Source: an optimization exercise on an open RTL-to-GDS flow (aim: small area, a short achievable clock period and few clock cycles per item). Production flows keep margins and buffers that such runs may drop.
At most, simulation tests tie the RTL to the original design; equivalence was not proved.
Power figures rest on the tool's default switching activity, not on a simulated workload.

## north
==> flow/design.v (excerpt) <==
module execution_unit_top (
    input        clk,
    input        rst,
    input        start,
    input  [3:0] opcode,
    input  [7:0] A,
    input  [7:0] B,
    output     [15:0] result,
    output reg        busy,
    output reg        done
);
==> module execution_unit_top, before the edit <==
module execution_unit_top (
    input        clk,
    input        rst,
    input        start,
    input  [3:0] opcode,
    input  [7:0] A,
    input  [7:0] B,
    output     [15:0] result,
    output reg        busy,
    output reg        done
);
    reg [15:0] R;        
    reg        addm;     
    reg        dsh;      
    reg        dq;       
    reg        dqn;      
    reg  [7:0] X;        
    reg        sgn;      
    reg        isdiv;    
    reg  [2:0] cnt;      
    reg        bone;     
    reg        btwo;     
    reg        bneg;     
    function [9:0] cneg(input [9:0] x, input s);
        integer i;
        reg     nz;
        begin
            nz = 1'b0;
            for (i = 0; i < 10; i = i + 1) begin
                cneg[i] = x[i] ^ (s & nz);
                nz      = nz | x[i];
            end
        end
    endfunction
    function [2:0] booth(input q1, input q0, input qm);
        begin
            booth[2] = q0 ^ qm;
            booth[1] = (q1 & ~q0 & ~qm) | (~q1 & q0 & qm);
            booth[0] = q1 & ~(q0 & qm);
        end
    endfunction
    wire [7:0] bx   = B ^ {8{opcode[0]}};
    wire [4:0] slo  = {1'b0, A[3:0]} + {1'b0, bx[3:0]} + {4'd0, opcode[0]};
    wire [3:0] shi0 = A[7:4] + bx[7:4];
    wire [3:0] shi1 = A[7:4] + bx[7:4] + 4'd1;
    reg [15:0] alu;
    always @(*) begin
        case (opcode[2:0])
            3'd0, 3'd1: alu = {3'b000, slo[4], shi1, shi0, slo[3:0]};
            3'd2:       alu = {8'h00, A & B};
            3'd3:       alu = {8'h00, A | B};
            3'd4:       alu = {8'h00, A ^ B};
            3'd5:       alu = {8'h00, ~A};
            default:    alu = 16'h0000;
        endcase
    end
    wire        mfirst = ~B[1];
    wire [9:0]  m0     = B[0] ? {{2{A[7]}}, A} : 10'd0;
    wire [15:0] mul0   = mfirst ? {m0, B[7:2]} : {8'h00, B};
    wire [7:0] ma  = cneg({2'b00, A}, A[7]);
    wire [7:0] mb  = cneg({2'b00, B}, B[7]);
    wire       bz  = (B == 8'h00);
    wire       b1  = (B == 8'h01) | (B == 8'hFF);
    wire       b2  = (B == 8'h02) | (B == 8'hFE);
    wire       q7  = bz | (b1 & ma[7]);
    wire       q6  = bz | (b1 & ma[6]) | (b2 & ma[7]);
    wire [1:0] r6  = b1 ? 2'b00 : b2 ? {1'b0, ma[6]} : ma[7:6];
    wire [15:0] div0 = {6'd0, r6, ma[5:0], q7, q6};
    wire       dshort = {1'b0, ma} < {mb, 1'b0};
    wire       dq1    = ma >= mb;
    wire       rneg = R[15];
    wire       xs   = X[7] & ~isdiv;
    wire [9:0] pp   = (btwo ? {X[7], X, 1'b0} : bone ? {xs, xs, X} : 10'd0)
                      ^ {10{bneg}};
    wire [9:0] op1  = isdiv ? {rneg, R[15:8], R[7]}
                            : {{2{rneg}}, R[15:8]};
    wire [9:0] s    = op1 + pp + {9'd0, bneg};
    wire        qb  = ~s[7] | ~|X;
    wire [7:0]  quo = cneg({2'b00, R[6:0], qb}, sgn);
    wire        last = isdiv ? (cnt == 3'd5) : (cnt == 3'd3);
    always @(posedge clk) begin
        addm <= ~busy & ~opcode[3] & ~opcode[2] & ~opcode[1];
        dsh  <= ~busy & opcode[3] & opcode[0] & dshort;
        dq   <= dq1;
        dqn  <= dq1 & (A[7] ^ B[7]);
        if (busy) begin
            cnt <= cnt + 3'd1;
            if (!isdiv) begin
                R                  <= {s, R[7:2]};
                {bone, btwo, bneg} <= booth(R[3], R[2], R[1]);
            end else begin
                R                  <= last ? {8'h00, quo}
                                           : {s[7:0], R[6:0], qb};
                {bone, btwo, bneg} <= {2'b10, qb};
            end
        end else begin
            cnt   <= {2'b00, ~opcode[0] & mfirst};
            isdiv <= opcode[0];
            if (!opcode[3]) begin
                R <= alu;
            end else if (!opcode[0]) begin
                R                  <= mul0;
                X                  <= A;
                {bone, btwo, bneg} <= mfirst ? booth(B[3], B[2], B[1])
                                             : booth(B[1], B[0], 1'b0);
            end else begin
                R                  <= div0;
                X                  <= mb;
                sgn                <= A[7] ^ B[7];
                {bone, btwo, bneg} <= 3'b101;
            end
        end
    end
    always @(posedge clk) begin
        if (rst) begin
            busy <= 1'b0;
            done <= 1'b0;
        end else if (busy) begin
            busy <= ~last;
            done <= last;
        end else begin
            busy <= start & opcode[3] & ~(opcode[0] & dshort);
            done <= start & (~opcode[3] | (opcode[0] & dshort));
        end
    end
    wire hsel = addm & R[12];
    assign result = {R[15:8] & {8{~(addm | dsh)}},
                     dsh ? {4{dqn}} : hsel ? R[11:8] : R[7:4],
                     dsh ? {dqn, dqn, dqn, dq} : R[3:0]};
endmodule
export LEC_CHECK = 0
export ABC_AREA = 1
export CAP_MARGIN = 20
export CORE_MARGIN = 2
export CORE_UTILIZATION = 40
export SETUP_SLACK_MARGIN = 3.2
export SLEW_MARGIN = 20
create_clock -name core_clock -period 6.0 [get_ports {clk}]
standard.sh (not shown) runs the stock make flow with config.mk's settings and CLKGATE_MAP_FILE= SYNTH_SCRIPT=/design/flow/synth_recipe.tcl, a recipe that flattens the netlist after the stock synthesis.
==> flow/flow/run.sh <==
#!/bin/bash
# Layout flow: the standard ORFS flow (standard.sh), with two changes:
#  - no full/half-adder cell extraction in synthesis (ADDER_MAP_FILE empty),
#    so abc maps the adders together with the rest of the logic;
#  - the port buffers that global placement inserts are buf_2 cells.
# Each tool's output is in orfs/logs/ and the make output in flow_make.log.
set -euo pipefail
bash standard.sh finish ADDER_MAP_FILE= \
    "BUFFER_PORTS_ARGS=-buffer_cell sky130_fd_sc_hd__buf_2" \
    > flow_make.log 2>&1
Changes in south relative to north:
--- a/flow/design.v
+++ b/flow/design.v
@@ -54,9 +54,7 @@
             default:    alu = 16'h0000;
         endcase
     end
-    wire        mfirst = ~B[1];
-    wire [9:0]  m0     = B[0] ? {{2{A[7]}}, A} : 10'd0;
-    wire [15:0] mul0   = mfirst ? {m0, B[7:2]} : {8'h00, B};
+    wire [15:0] mul0 = {8'h00, B};
     wire [7:0] ma  = cneg({2'b00, A}, A[7]);
     wire [7:0] mb  = cneg({2'b00, B}, B[7]);
     wire       bz  = (B == 8'h00);
@@ -94,15 +92,14 @@
                 {bone, btwo, bneg} <= {2'b10, qb};
             end
         end else begin
-            cnt   <= {2'b00, ~opcode[0] & mfirst};
+            cnt   <= 3'd0;
             isdiv <= opcode[0];
             if (!opcode[3]) begin
                 R <= alu;
             end else if (!opcode[0]) begin
                 R                  <= mul0;
                 X                  <= A;
-                {bone, btwo, bneg} <= mfirst ? booth(B[3], B[2], B[1])
-                                             : booth(B[1], B[0], 1'b0);
+                {bone, btwo, bneg} <= booth(B[1], B[0], 1'b0);
             end else begin
                 R                  <= div0;
                 X                  <= mb;
Notes after the runs:
Status | south and north | clean
south has share of power burned in combinational logic below what north had.
| shortest clock period the worst path allows after layout | south vs north | better |
south falls short of north in worst hold slack.
Changes observed in south relative to north: register fraction of the total cell area higher; clock skew now sits higher; maximum frequency up 0.0039 GHz.
Testbench counts of south, summed over its fixed seeds: cycles 4,176, ops 2,400.
Function not checked in north: the RTL went through the layout flow alone.


maple:
execution_unit_top, a different RTL version from the one above (not shown whole).
Size: roughly 680 cells after synthesis.
==> module execution_unit_top, before the edit <==
module execution_unit_top (
    input        clk,
    input        rst,
    input        start,
    input  [3:0] opcode,
    input  [7:0] A,
    input  [7:0] B,
    output     [15:0] result,
    output reg        busy,
    output reg        done
);
    reg [15:0] R;        
    reg        addm;     
    reg        dsh;      
    reg        dq;       
    reg        dqn;      
    reg  [7:0] X;        
    reg        sgn;      
    reg        isdiv;    
    reg  [2:0] cnt;      
    reg        bone;     
    reg        btwo;     
    reg        bneg;     
    function [9:0] cneg(input [9:0] x, input s);
        integer i;
        reg     nz;
        begin
            nz = 1'b0;
            for (i = 0; i < 10; i = i + 1) begin
                cneg[i] = x[i] ^ (s & nz);
                nz      = nz | x[i];
            end
        end
    endfunction
    function [2:0] booth(input q1, input q0, input qm);
        begin
            booth[2] = q0 ^ qm;
            booth[1] = (q1 & ~q0 & ~qm) | (~q1 & q0 & qm);
            booth[0] = q1 & ~(q0 & qm);
        end
    endfunction
    wire [7:0] bx   = B ^ {8{opcode[0]}};
    wire [4:0] slo  = {1'b0, A[3:0]} + {1'b0, bx[3:0]} + {4'd0, opcode[0]};
    wire [3:0] shi0 = A[7:4] + bx[7:4];
    wire [3:0] shi1 = A[7:4] + bx[7:4] + 4'd1;
    reg [15:0] alu;
    always @(*) begin
        case (opcode[2:0])
            3'd0, 3'd1: alu = {3'b000, slo[4], shi1, shi0, slo[3:0]};
            3'd2:       alu = {8'h00, A & B};
            3'd3:       alu = {8'h00, A | B};
            3'd4:       alu = {8'h00, A ^ B};
            3'd5:       alu = {8'h00, ~A};
            default:    alu = 16'h0000;
        endcase
    end
    wire [15:0] mul0 = {8'h00, B};
    wire [7:0] ma  = cneg({2'b00, A}, A[7]);
    wire [7:0] mb  = cneg({2'b00, B}, B[7]);
    wire       bz  = (B == 8'h00);
    wire       b1  = (B == 8'h01) | (B == 8'hFF);
    wire       b2  = (B == 8'h02) | (B == 8'hFE);
    wire       q7  = bz | (b1 & ma[7]);
    wire       q6  = bz | (b1 & ma[6]) | (b2 & ma[7]);
    wire [1:0] r6  = b1 ? 2'b00 : b2 ? {1'b0, ma[6]} : ma[7:6];
    wire [15:0] div0 = {6'd0, r6, ma[5:0], q7, q6};
    wire       dshort = {1'b0, ma} < {mb, 1'b0};
    wire       dq1    = ma >= mb;
    wire       dmid   = {4'd0, ma} < {mb, 4'd0};
    wire       rneg = R[15];
    wire       xs   = X[7] & ~isdiv;
    wire [9:0] pp   = (btwo ? {X[7], X, 1'b0} : bone ? {xs, xs, X} : 10'd0)
                      ^ {10{bneg}};
    wire [9:0] op1  = isdiv ? {rneg, R[15:8], R[7]}
                            : {{2{rneg}}, R[15:8]};
    wire [9:0] s    = op1 + pp + {9'd0, bneg};
    wire        qb  = ~s[7] | ~|X;
    wire [7:0]  quo = cneg({2'b00, R[6:0], qb}, sgn);
    wire        last = isdiv ? (cnt == 3'd5) : (cnt == 3'd3);
    always @(posedge clk) begin
        addm <= ~busy & ~opcode[3] & ~opcode[2] & ~opcode[1];
        dsh  <= ~busy & opcode[3] & opcode[0] & dshort;
        dq   <= dq1;
        dqn  <= dq1 & (A[7] ^ B[7]);
        if (busy) begin
            cnt <= cnt + 3'd1;
            if (!isdiv) begin
                R                  <= {s, R[7:2]};
                {bone, btwo, bneg} <= booth(R[3], R[2], R[1]);
            end else begin
                R                  <= last ? {8'h00, quo}
                                           : {s[7:0], R[6:0], qb};
                {bone, btwo, bneg} <= {2'b10, qb};
            end
        end else begin
            cnt   <= (opcode[0] & dmid) ? 3'd2 : 3'd0;
            isdiv <= opcode[0];
            if (!opcode[3]) begin
                R <= alu;
            end else if (!opcode[0]) begin
                R                  <= mul0;
                X                  <= A;
                {bone, btwo, bneg} <= booth(B[1], B[0], 1'b0);
            end else begin
                R                  <= dmid ? {4'd0, ma, 4'd0} : div0;
                X                  <= mb;
                sgn                <= A[7] ^ B[7];
                {bone, btwo, bneg} <= 3'b101;
            end
        end
    end
    always @(posedge clk) begin
        if (rst) begin
            busy <= 1'b0;
            done <= 1'b0;
        end else if (busy) begin
            busy <= ~last;
            done <= last;
        end else begin
            busy <= start & opcode[3] & ~(opcode[0] & dshort);
            done <= start & (~opcode[3] | (opcode[0] & dshort));
        end
    end
    wire hsel = addm & R[12];
    assign result = {R[15:8] & {8{~(addm | dsh)}},
                     dsh ? {4{dqn}} : hsel ? R[11:8] : R[7:4],
                     dsh ? {dqn, dqn, dqn, dq} : R[3:0]};
endmodule
export LEC_CHECK = 0
export ABC_AREA = 1
export CAP_MARGIN = 20
export CORE_MARGIN = 2
export CORE_UTILIZATION = 40
export SETUP_SLACK_MARGIN = 3.0
export SLEW_MARGIN = 20
create_clock -name core_clock -period 6.0 [get_ports {clk}]
Scripts as last shown in full above: flow/flow/run.sh
Here is what was changed in the inputs of xenon compared with maple.
-- flow/design.v --
<<< maple, line 55
        endcase
    end
    wire [15:0] mul0 = {8'h00, B};
    wire [7:0] ma  = cneg({2'b00, A}, A[7]);
    wire [7:0] mb  = cneg({2'b00, B}, B[7]);
>>> xenon, line 55
        endcase
    end
    wire [9:0]  mv   = B[0] ? {{2{A[7]}}, A} : B[1] ? {A[7], A, 1'b0} : 10'd0;
    wire [9:0]  mp   = cneg(mv, B[1]);
    wire [15:0] mul0 = {mp, B[7:2]};
    wire [7:0] ma  = cneg({2'b00, A}, A[7]);
    wire [7:0] mb  = cneg({2'b00, B}, B[7]);
<<< maple, line 77
    wire        qb  = ~s[7] | ~|X;
    wire [7:0]  quo = cneg({2'b00, R[6:0], qb}, sgn);
    wire        last = isdiv ? (cnt == 3'd5) : (cnt == 3'd3);
    always @(posedge clk) begin
        addm <= ~busy & ~opcode[3] & ~opcode[2] & ~opcode[1];
>>> xenon, line 79
    wire        qb  = ~s[7] | ~|X;
    wire [7:0]  quo = cneg({2'b00, R[6:0], qb}, sgn);
    wire        last = isdiv ? (cnt == 3'd5) : (cnt == 3'd2);
    always @(posedge clk) begin
        addm <= ~busy & ~opcode[3] & ~opcode[2] & ~opcode[1];
<<< maple, line 101
                R                  <= mul0;
                X                  <= A;
                {bone, btwo, bneg} <= booth(B[1], B[0], 1'b0);
            end else begin
                R                  <= dmid ? {4'd0, ma, 4'd0} : div0;
>>> xenon, line 103
                R                  <= mul0;
                X                  <= A;
                {bone, btwo, bneg} <= booth(B[3], B[2], B[1]);
            end else begin
                R                  <= dmid ? {4'd0, ma, 4'd0} : div0;
Notes after the runs:
- The wire length of xenon was inferior to that of maple.
- In xenon the shortest period the worst path allows turned out 0.060 ns higher than in maple.
- Cell count in xenon vs maple: up 82
- Changes observed in xenon relative to maple: switching power as a share of total power increased by 0.75 points relative to the old numbers; height of the die saw an increase.
- | wire length of the first global-routing pass | xenon vs maple | worse |
- Compared with maple, in xenon number of cells traversed by the worst register-to-register path grew by 1; initial cell density of the core went down 0.79 points; multi-input gate count rose 9.1%.
No functional check of the RTL was part of any run of this note.

## re-timing with driven ports
No port has a modelled driver above. Below, the same layouts with a new extraction and two added sets of constraints.
Step 1, drivers: a clkbuf_16 drives clk and a buf_2 each remaining input, both assumed.
Step 2 times the ports against the registers' clock, not the clock port: input delays grow and output delays shrink by t, the midpoint of the rising clock arrivals with the driver on.
Slacks: ideal ports / drivers / drivers and shift; pairs: ideal ports / drivers.
run	t (ns)	slack for setup (ns)	hold WS [ns]	worst data-port slew with drivers (ns)	cell pins on the clock port's net
north	0.325	3.254 / 3.241 / 2.916	0.487 / 0.487 / 0.487	0.06	1
south	0.321	3.283 / 3.287 / 2.971	0.471 / 0.471 / 0.471	0.06	1
maple	0.314	3.099 / 3.107 / 2.794	0.472 / 0.472 / 0.472	0.06	1
xenon	0.319	3.039 / 3.040 / 2.722	0.463 / 0.463 / 0.463	0.06	1
After both steps every run listed still meets setup and hold. The setup slack of north, which loses most, moves by -0.013 ns with the drivers and by -0.338 ns with both steps.
